From an optimization exercise on the open Yosys and OpenROAD flow, aimed at small area, a short achievable clock period and few clock cycles per item; shortcuts taken in it are not production practice. RTL that was checked went through simulation tests only; none was proved equivalent to the original. Power and IR drop assume default switching activity.

Setup of run 1:
==> flow/design.v <==
module mdc (clk, rst_n, start, A, B, out, done);
input clk, rst_n, start;
input [7:0] A, B;
output [7:0] out;
output done;
reg       busy;
reg [6:0] ah, bh;    
reg [2:0] k;
function [2:0] ctz8;
    input [7:0] v;
    begin
        casez (v)
            8'b???????1: ctz8 = 3'd0;
            8'b??????10: ctz8 = 3'd1;
            8'b?????100: ctz8 = 3'd2;
            8'b????1000: ctz8 = 3'd3;
            8'b???10000: ctz8 = 3'd4;
            8'b??100000: ctz8 = 3'd5;
            8'b?1000000: ctz8 = 3'd6;
            default:     ctz8 = 3'd7;
        endcase
    end
endfunction
function [6:0] oddh8;
    input [7:0] v;
    begin
        casez (v)
            8'b???????1: oddh8 = v[7:1];
            8'b??????10: oddh8 = {1'b0, v[7:2]};
            8'b?????100: oddh8 = {2'b0, v[7:3]};
            8'b????1000: oddh8 = {3'b0, v[7:4]};
            8'b???10000: oddh8 = {4'b0, v[7:5]};
            8'b??100000: oddh8 = {5'b0, v[7:6]};
            8'b?1000000: oddh8 = {6'b0, v[7]};
            default:     oddh8 = 7'd0;
        endcase
    end
endfunction
function [6:0] odds8;
    input [7:0] v;
    begin
        casez (v)
            8'b???????1: odds8 = v[7:1];
            8'b??????10: odds8 = {{1{v[7]}}, v[7:2]};
            8'b?????100: odds8 = {{2{v[7]}}, v[7:3]};
            8'b????1000: odds8 = {{3{v[7]}}, v[7:4]};
            8'b???10000: odds8 = {{4{v[7]}}, v[7:5]};
            8'b??100000: odds8 = {{5{v[7]}}, v[7:6]};
            8'b?1000000: odds8 = {{6{v[7]}}, v[7]};
            default:     odds8 = {7{v[7]}};
        endcase
    end
endfunction
wire [7:0] d  = {1'b0, ah} - {1'b0, bh};
wire       lt = d[7];
wire [6:0] s  = odds8(d);
wire [6:0] vh = lt ? ~s : s;
wire       fin = (ah == bh) | (ah == 7'd0);
assign done = busy & fin;
assign out  = {ah, 1'b1} << k;
always @(posedge clk or negedge rst_n) begin
    if (!rst_n)
        busy <= 1'b0;
    else
        busy <= start | (busy & ~fin);
end
always @(posedge clk) begin
    if (start) begin
        bh <= oddh8(B);
        ah <= (oddh8(B) == 7'd0) ? 7'd0 : oddh8(A);
        k  <= ctz8(A | B);
    end else begin
        bh <= lt ? ah : bh;
        ah <= vh;
    end
end
endmodule
export LEC_CHECK = 0
export CAP_MARGIN = 20
export CORE_MARGIN = 2
export CORE_UTILIZATION = 40
export CTS_BUF_LIST = sky130_fd_sc_hd__clkbuf_4
export SLEW_MARGIN = 20
create_clock -name core_clock -period 4.0 [get_ports {clk}]
standard.sh (not shown) runs the stock make flow with config.mk's settings and CLKGATE_MAP_FILE= SYNTH_SCRIPT=/design/flow/synth_recipe.tcl, a recipe that flattens the netlist after the stock synthesis.
==> flow/flow/run.sh <==
#!/bin/bash
# The standard layout (standard.sh) with two changes:
#  - the port buffers are plain buf_1 cells;
#  - synthesis maps the logic with the ABC script in flow/abc.script instead of
#    ORFS's speed script. Everything else in synthesis (synth_recipe.tcl) is kept.
# Each tool's output goes to the ORFS logs; make's own output goes to standard.log.
set -euo pipefail
W=$(pwd)
export BUFFER_PORTS_ARGS="-buffer_cell sky130_fd_sc_hd__buf_1"
export MY_ABC_SCRIPT="$W/flow/abc.script"
{ sed -n 1p synth_recipe.tcl; cat flow/abc_override.tcl; sed -n '2,$p' synth_recipe.tcl; } > synth_own.tcl
sed "s#SYNTH_SCRIPT=[^ ]*#SYNTH_SCRIPT=$W/synth_own.tcl#" standard.sh > standard_own.sh
bash standard_own.sh > standard.log 2>&1
==> flow/flow/abc.script <==
strash
dch
map -D 1500
topo
stime -c
==> flow/flow/abc_override.tcl <==
# Run ABC with the script in MY_ABC_SCRIPT in place of the one ORFS chose.
proc abc {args} {
  set i [lsearch -exact $args -script]
  if { $i >= 0 } {
    set args [lreplace $args [expr {$i + 1}] [expr {$i + 1}] $::env(MY_ABC_SCRIPT)]
  }
  yosys abc {*}$args
}
Setup changes, run 1 to run 2
--- a/flow/design.v
+++ b/flow/design.v
@@ -55,9 +55,10 @@
 wire       lt = d[7];
 wire [6:0] s  = odds8(d);
 wire [6:0] vh = lt ? ~s : s;
-wire       fin = (ah == bh) | (ah == 7'd0);
+wire       fin = (ah == bh) | (ah == 7'd0) | (bh == 7'd0);
 assign done = busy & fin;
-assign out  = {ah, 1'b1} << k;
+wire [7:0] odd = {ah & {7{bh != 7'd0}}, 1'b1};
+assign out = odd << k;
 always @(posedge clk or negedge rst_n) begin
     if (!rst_n)
         busy <= 1'b0;
@@ -66,12 +67,12 @@
 end
 always @(posedge clk) begin
     if (start) begin
+        ah <= oddh8(A);
         bh <= oddh8(B);
-        ah <= (oddh8(B) == 7'd0) ? 7'd0 : oddh8(A);
         k  <= ctz8(A | B);
     end else begin
-        bh <= lt ? ah : bh;
-        ah <= vh;
+        ah <= lt ? ah : bh;
+        bh <= vh;
     end
 end
 endmodule
## What came out
- Row share of cell area taken by multi-input logic gates: run 2 higher / run 1 lower
- Against run 1 as the reference, run 2 delivers a higher global routing usage on met2.
- Run 1 -> run 2: initial core utilization delta 0, exact match
- Kind of critical path: reg -> reg -> run 1, reg -> out -> run 2
- The end point of the critical path comes out ah[3]$_DFF_P_ in one run and out[7] in the other, namely in run 1 and run 2 respectively.
- Going from run 1 to run 2, non-clock inverter total of the final layout now sits lower, wire length of the first global-routing pass now sits higher.
- Run 2 vs. run 1: multi-input combinational cell count now larger; first-iteration DRC count decreased by 17% relative to the old numbers; post-synthesis average cell area now smaller.
- Run 2: total power is about 2.4% higher than what run 1 reported.
- Run comparison: run 1 startpoint of the most critical setup path ah[0]$_DFF_P_; run 2 startpoint of the most critical setup path bh[5]$_DFF_P_
- Delta (run 2 minus run 1): relative slew slack saw an increase, count of port buffers added during placement saw little to no change, total wire length after detailed routing saw an increase.
Testbench counts of run 2, summed over its fixed seeds: cycles 9,100, items 2,400.
No functional check of the RTL was part of run 1.

========
Starts from the design.v that is shown in full above.
==> flow/config.mk <==
export PLATFORM = sky130hd
export DESIGN_NAME = mdc
export DESIGN_NICKNAME = mdc
export VERILOG_FILES = /design/flow/design.v
export SDC_FILE = /design/flow/constraint.sdc
export NUM_CORES = 4
export LEC_CHECK = 0
export CAP_MARGIN = 20
export CORE_MARGIN = 2
export CORE_UTILIZATION = 40
export CTS_BUF_LIST = sky130_fd_sc_hd__clkbuf_4
export SLEW_MARGIN = 20
==> flow/constraint.sdc <==
create_clock -name core_clock -period 4.0 [get_ports {clk}]
set_input_delay 0.8000 -clock core_clock [delete_from_list [all_inputs] [get_ports {clk}]]
set_output_delay 0.8000 -clock core_clock [all_outputs]
set_load 0.01 [all_outputs]
==> flow/flow/abc.script <==
strash
&get -n
&dch
&nf -R 1000
&put
topo
stime -c
Scripts as last shown in full above: flow/flow/run.sh, flow/flow/abc_override.tcl
Rerun with:
--- a/flow/design.v
+++ b/flow/design.v
@@ -33,45 +33,42 @@
             8'b??100000: oddh8 = {5'b0, v[7:6]};
             8'b?1000000: oddh8 = {6'b0, v[7]};
             default:     oddh8 = 7'd0;
         endcase
     end
 endfunction
-function [6:0] odds8;
-    input [7:0] v;
-    begin
-        casez (v)
-            8'b???????1: odds8 = v[7:1];
-            8'b??????10: odds8 = {{1{v[7]}}, v[7:2]};
-            8'b?????100: odds8 = {{2{v[7]}}, v[7:3]};
-            8'b????1000: odds8 = {{3{v[7]}}, v[7:4]};
-            8'b???10000: odds8 = {{4{v[7]}}, v[7:5]};
-            8'b??100000: odds8 = {{5{v[7]}}, v[7:6]};
-            8'b?1000000: odds8 = {{6{v[7]}}, v[7]};
-            default:     odds8 = {7{v[7]}};
-        endcase
-    end
-endfunction
 wire [7:0] d  = {1'b0, ah} - {1'b0, bh};
 wire       lt = d[7];
-wire [6:0] s  = odds8(d);
-wire [6:0] vh = lt ? ~s : s;
-wire       fin = (ah == bh) | (ah == 7'd0);
+wire [6:0] m  = d[7:1] ^ {7{lt}};
+reg  [6:0] vh;
+always @* begin
+    casez (ah ^ bh)
+        7'b??????1: vh = m;
+        7'b?????10: vh = {1'b0, m[6:1]};
+        7'b????100: vh = {2'b0, m[6:2]};
+        7'b???1000: vh = {3'b0, m[6:3]};
+        7'b??10000: vh = {4'b0, m[6:4]};
+        7'b?100000: vh = {5'b0, m[6:5]};
+        default:    vh = {6'b0, m[6]};
+    endcase
+end
+wire       fin = (ah == bh) | (ah == 7'd0) | (bh == 7'd0);
 assign done = busy & fin;
-assign out  = {ah, 1'b1} << k;
+wire [7:0] odd = {ah & {7{bh != 7'd0}}, 1'b1};
+assign out = odd << k;
 always @(posedge clk or negedge rst_n) begin
     if (!rst_n)
         busy <= 1'b0;
     else
         busy <= start | (busy & ~fin);
 end
 always @(posedge clk) begin
     if (start) begin
+        ah <= oddh8(A);
         bh <= oddh8(B);
-        ah <= (oddh8(B) == 7'd0) ? 7'd0 : oddh8(A);
         k  <= ctz8(A | B);
     end else begin
-        bh <= lt ? ah : bh;
-        ah <= vh;
+        ah <= lt ? ah : bh;
+        bh <= vh;
     end
 end
 endmodule
Result:
- The changed run produced a clean layout
- setup slack got worse by 210 ps
- core utilization falls by 0.38 points
- worst hold slack is about the same
- sequential cell count stays the same
- first-iteration DRC count falls by 4.5%
- clock-buffer cell count is unchanged
- cell area falls by 2.2%
- combinational power hardly moves
- wire length falls by 5.4%
No functional check of the RTL was part of any run of this note.

========
// mdc: RTL as listed in full above, without the edits since
Settings: LEC_CHECK=0, CAP_MARGIN=20, CORE_MARGIN=2, CORE_UTILIZATION=40, CTS_BUF_LIST=sky130_fd_sc_hd__clkbuf_4, SETUP_SLACK_MARGIN=1.4, SLEW_MARGIN=20, TNS_END_PERCENT=0; clock period 4.0 ns.
==> flow/flow/run.sh <==
#!/bin/bash
# The standard layout (standard.sh) with two changes:
#  - the port buffers are plain buf_1 cells;
#  - synthesis maps the logic with the ABC script in flow/abc.script instead of
#    ORFS's speed script. Everything else in synthesis (synth_recipe.tcl) is kept.
# Each tool's output goes to the ORFS logs; make's own output goes to standard.log.
set -euo pipefail
W=$(pwd)
export BUFFER_PORTS_ARGS="-buffer_cell sky130_fd_sc_hd__buf_1"
export SETUP_MOVE_SEQUENCE=sizeup,swap
export SKIP_GATE_CLONING=1
export SKIP_LAST_GASP=1
export MY_ABC_SCRIPT="$W/flow/abc.script"
{ sed -n 1p synth_recipe.tcl; cat flow/abc_override.tcl; sed -n '2,$p' synth_recipe.tcl; } > synth_own.tcl
sed "s#SYNTH_SCRIPT=[^ ]*#SYNTH_SCRIPT=$W/synth_own.tcl#" standard.sh > standard_own.sh
bash standard_own.sh > standard.log 2>&1
Scripts as last shown in full above: flow/flow/abc.script, flow/flow/abc_override.tcl
Change:
--- a/flow/design.v
+++ b/flow/design.v
@@ -34,30 +34,26 @@
             8'b?1000000: oddh8 = {6'b0, v[7]};
             default:     oddh8 = 7'd0;
         endcase
     end
 endfunction
-function [6:0] odds8;
-    input [7:0] v;
-    begin
-        casez (v)
-            8'b???????1: odds8 = v[7:1];
-            8'b??????10: odds8 = {{1{v[7]}}, v[7:2]};
-            8'b?????100: odds8 = {{2{v[7]}}, v[7:3]};
-            8'b????1000: odds8 = {{3{v[7]}}, v[7:4]};
-            8'b???10000: odds8 = {{4{v[7]}}, v[7:5]};
-            8'b??100000: odds8 = {{5{v[7]}}, v[7:6]};
-            8'b?1000000: odds8 = {{6{v[7]}}, v[7]};
-            default:     odds8 = {7{v[7]}};
-        endcase
-    end
-endfunction
 wire [7:0] d  = {1'b0, ah} - {1'b0, bh};
 wire       lt = d[7];
-wire [6:0] s  = odds8(d);
-wire [6:0] vh = lt ? ~s : s;
-wire       fin = (ah == bh) | (ah == 7'd0);
+wire [6:0] m  = d[7:1] ^ {7{lt}};
+reg  [6:0] vh;
+always @* begin
+    casez (ah ^ bh)
+        7'b??????1: vh = m;
+        7'b?????10: vh = {1'b0, m[6:1]};
+        7'b????100: vh = {2'b0, m[6:2]};
+        7'b???1000: vh = {3'b0, m[6:3]};
+        7'b??10000: vh = {4'b0, m[6:4]};
+        7'b?100000: vh = {5'b0, m[6:5]};
+        default:    vh = {6'b0, m[6]};
+    endcase
+end
+wire       fin = ~|((ah & ~bh) | (~ah & bh)) | ~|ah;
 assign done = busy & fin;
 assign out  = {ah, 1'b1} << k;
 always @(posedge clk or negedge rst_n) begin
     if (!rst_n)
         busy <= 1'b0;
The new run passed the timing, design-rule and antenna checks.
Total power decreases by 27%.
Die area drops by 2.7%.
Critical path depth is lower by 8.
Setup slack is better by 52 ps.
Synthesized area drops by 2.8%.
Design area went down by 6.8%.
First-iteration DRC count went up by 12%.
Via count drops by 2.7%.
Cell count went up by 0.67%.
Testbench counts after the change, summed over its fixed seeds: cycles 9,100, items 2,400.
Only the layout flow was run in the first run of this note; the RTL was not checked for function there.

========
== build 23 ==
Starts from the design.v that is shown in full above.
export LEC_CHECK = 0
export CAP_MARGIN = 20
export CORE_MARGIN = 2
export CORE_UTILIZATION = 40
export CTS_BUF_LIST = sky130_fd_sc_hd__clkbuf_4
export SLEW_MARGIN = 20
create_clock -name core_clock -period 4.0 [get_ports {clk}]
==> flow/flow/run.sh <==
#!/bin/bash
# The standard layout (standard.sh) with two changes:
#  - the port buffers are plain buf_1 cells;
#  - synthesis maps the logic with the ABC script in flow/abc.script instead of
#    ORFS's speed script. Everything else in synthesis (synth_recipe.tcl) is kept.
# Each tool's output goes to the ORFS logs; make's own output goes to standard.log.
set -euo pipefail
W=$(pwd)
export BUFFER_PORTS_ARGS="-buffer_cell sky130_fd_sc_hd__buf_1"
export MY_ABC_SCRIPT="$W/flow/abc.script"
{ sed -n 1p synth_recipe.tcl; cat flow/abc_override.tcl; sed -n '2,$p' synth_recipe.tcl; } > synth_own.tcl
sed "s#SYNTH_SCRIPT=[^ ]*#SYNTH_SCRIPT=$W/synth_own.tcl#" standard.sh > standard_own.sh
bash standard_own.sh > standard.log 2>&1
==> flow/flow/abc.script <==
strash
&get -n
&dch -f
&nf -R 1000
&put
strash
&get -n
&dch -f
&nf -R 1000
&put
strash
&get -n
&dch -f
&nf -R 1000
&put
topo
stime -c
Scripts as last shown in full above: flow/flow/abc_override.tcl
The following lists how build 93 was set up differently from build 23:
--- a/flow/design.v
+++ b/flow/design.v
@@ -37,26 +37,23 @@
     end
 endfunction
-function [6:0] odds8;
-    input [7:0] v;
-    begin
-        casez (v)
-            8'b???????1: odds8 = v[7:1];
-            8'b??????10: odds8 = {{1{v[7]}}, v[7:2]};
-            8'b?????100: odds8 = {{2{v[7]}}, v[7:3]};
-            8'b????1000: odds8 = {{3{v[7]}}, v[7:4]};
-            8'b???10000: odds8 = {{4{v[7]}}, v[7:5]};
-            8'b??100000: odds8 = {{5{v[7]}}, v[7:6]};
-            8'b?1000000: odds8 = {{6{v[7]}}, v[7]};
-            default:     odds8 = {7{v[7]}};
-        endcase
-    end
-endfunction
 wire [7:0] d  = {1'b0, ah} - {1'b0, bh};
 wire       lt = d[7];
-wire [6:0] s  = odds8(d);
-wire [6:0] vh = lt ? ~s : s;
-wire       fin = (ah == bh) | (ah == 7'd0);
+wire [6:0] m  = d[7:1] ^ {7{lt}};
+reg  [6:0] vh;
+always @* begin
+    casez (ah ^ bh)
+        7'b??????1: vh = m;
+        7'b?????10: vh = {1'b0, m[6:1]};
+        7'b????100: vh = {2'b0, m[6:2]};
+        7'b???1000: vh = {3'b0, m[6:3]};
+        7'b??10000: vh = {4'b0, m[6:4]};
+        7'b?100000: vh = {5'b0, m[6:5]};
+        default:    vh = {6'b0, m[6]};
+    endcase
+end
+wire       fin = (ah == bh) | (ah == 7'd0) | (bh == 7'd0);
 assign done = busy & fin;
-assign out  = {ah, 1'b1} << k;
+wire [7:0] odd = {ah & {7{bh != 7'd0}}, 1'b1};
+assign out = odd << k;
 always @(posedge clk or negedge rst_n) begin
     if (!rst_n)
@@ -67,10 +64,10 @@
 always @(posedge clk) begin
     if (start) begin
+        ah <= oddh8(A);
         bh <= oddh8(B);
-        ah <= (oddh8(B) == 7'd0) ? 7'd0 : oddh8(A);
         k  <= ctz8(A | B);
     end else begin
-        bh <= lt ? ah : bh;
-        ah <= vh;
+        ah <= lt ? ah : bh;
+        bh <= vh;
     end
 end
--- outcome ---
- On wire length, the lower figure sits with build 23, not build 93.
- Build 93 has global-route usage above what build 23 had.
- Build 93 improves on build 23 in core area.
- Going from build 23 to build 93, required time of the worst setup path down 1.02 ns, total power went down 0.89%, number of maximum-capacitance violations has remained practically unchanged, switching part of the total picked up an extra 0.66 points.
- Clock period minus final worst setup slack, build 23 and build 93, higher one = build 93.
- [build 93] core utilization fell 0.82 points relative to build 23
- Clock share of power in build 93 is 0.7 points higher than in build 23
- Any difference in clock-cell share of area between build 23 and build 93 is small enough to ignore.
- Reported leakage power, build 23 and build 93: smaller value in build 93
- Worst-case reg-to-reg path depth, build 23 and build 93, higher one = build 23.
- Going from build 23 to build 93, the part of the cycle the worst path needs was found to have gone up by 5.9 points.
No functional check of the RTL was part of any run of this note.

## re-timing with driven ports
In the flow no input, the clock included, has a driving cell. The finished layouts below were timed again as built, in two steps. Step 1 (the two cells are an assumption about what drives the block):
set clk [get_ports {clk}]
set_driving_cell -lib_cell sky130_fd_sc_hd__clkbuf_16 $clk
set_driving_cell -lib_cell sky130_fd_sc_hd__buf_2 [delete_from_list [all_inputs] $clk]
Step 2 also shifts input and output timing later by t, the mid clock arrival at the registers, as if the neighbouring blocks saw the same clock. Slacks: ideal / step 1 / step 2; pairs: ideal / step 1.
| run | t, ns | slack for setup (ns) | hold WS [ns] | worst slew at a driven data input, ns |
|---|---|---|---|---|
| run 1 | 0.309 | 0.759 / 0.759 / 0.714 | 0.252 / 0.252 / 0.535 | 0.03 |
| run 2 | 0.316 | 0.925 / 0.900 / 1.216 | 0.236 / 0.237 / 0.535 | 0.03 |
| the first run of note 2 | 0.310 | 1.104 / 1.104 / 0.994 | 0.237 / 0.240 / 0.479 | 0.03 |
| the second run of note 2 | 0.314 | 0.897 / 0.897 / 0.897 | 0.236 / 0.236 / 0.487 | 0.03 |
| the first run of note 3 | 0.312 | 1.393 / 1.374 / 1.238 | 0.232 / 0.236 / 0.480 | 0.03 |
| the second run of note 3 | 0.311 | 1.445 / 1.424 / 1.250 | 0.236 / 0.238 / 0.542 | 0.03 |
| build 23 | 0.301 | 1.061 / 1.061 / 0.789 | 0.258 / 0.267 / 0.476 | 0.03 |
| build 93 | 0.320 | 0.824 / 0.801 / 0.946 | 0.228 / 0.228 / 0.509 | 0.03 |
After both steps setup and hold are still met in every run listed. The setup slack of build 23, which loses most, moves by 0.000 ns with the drivers and by -0.272 ns with both steps.
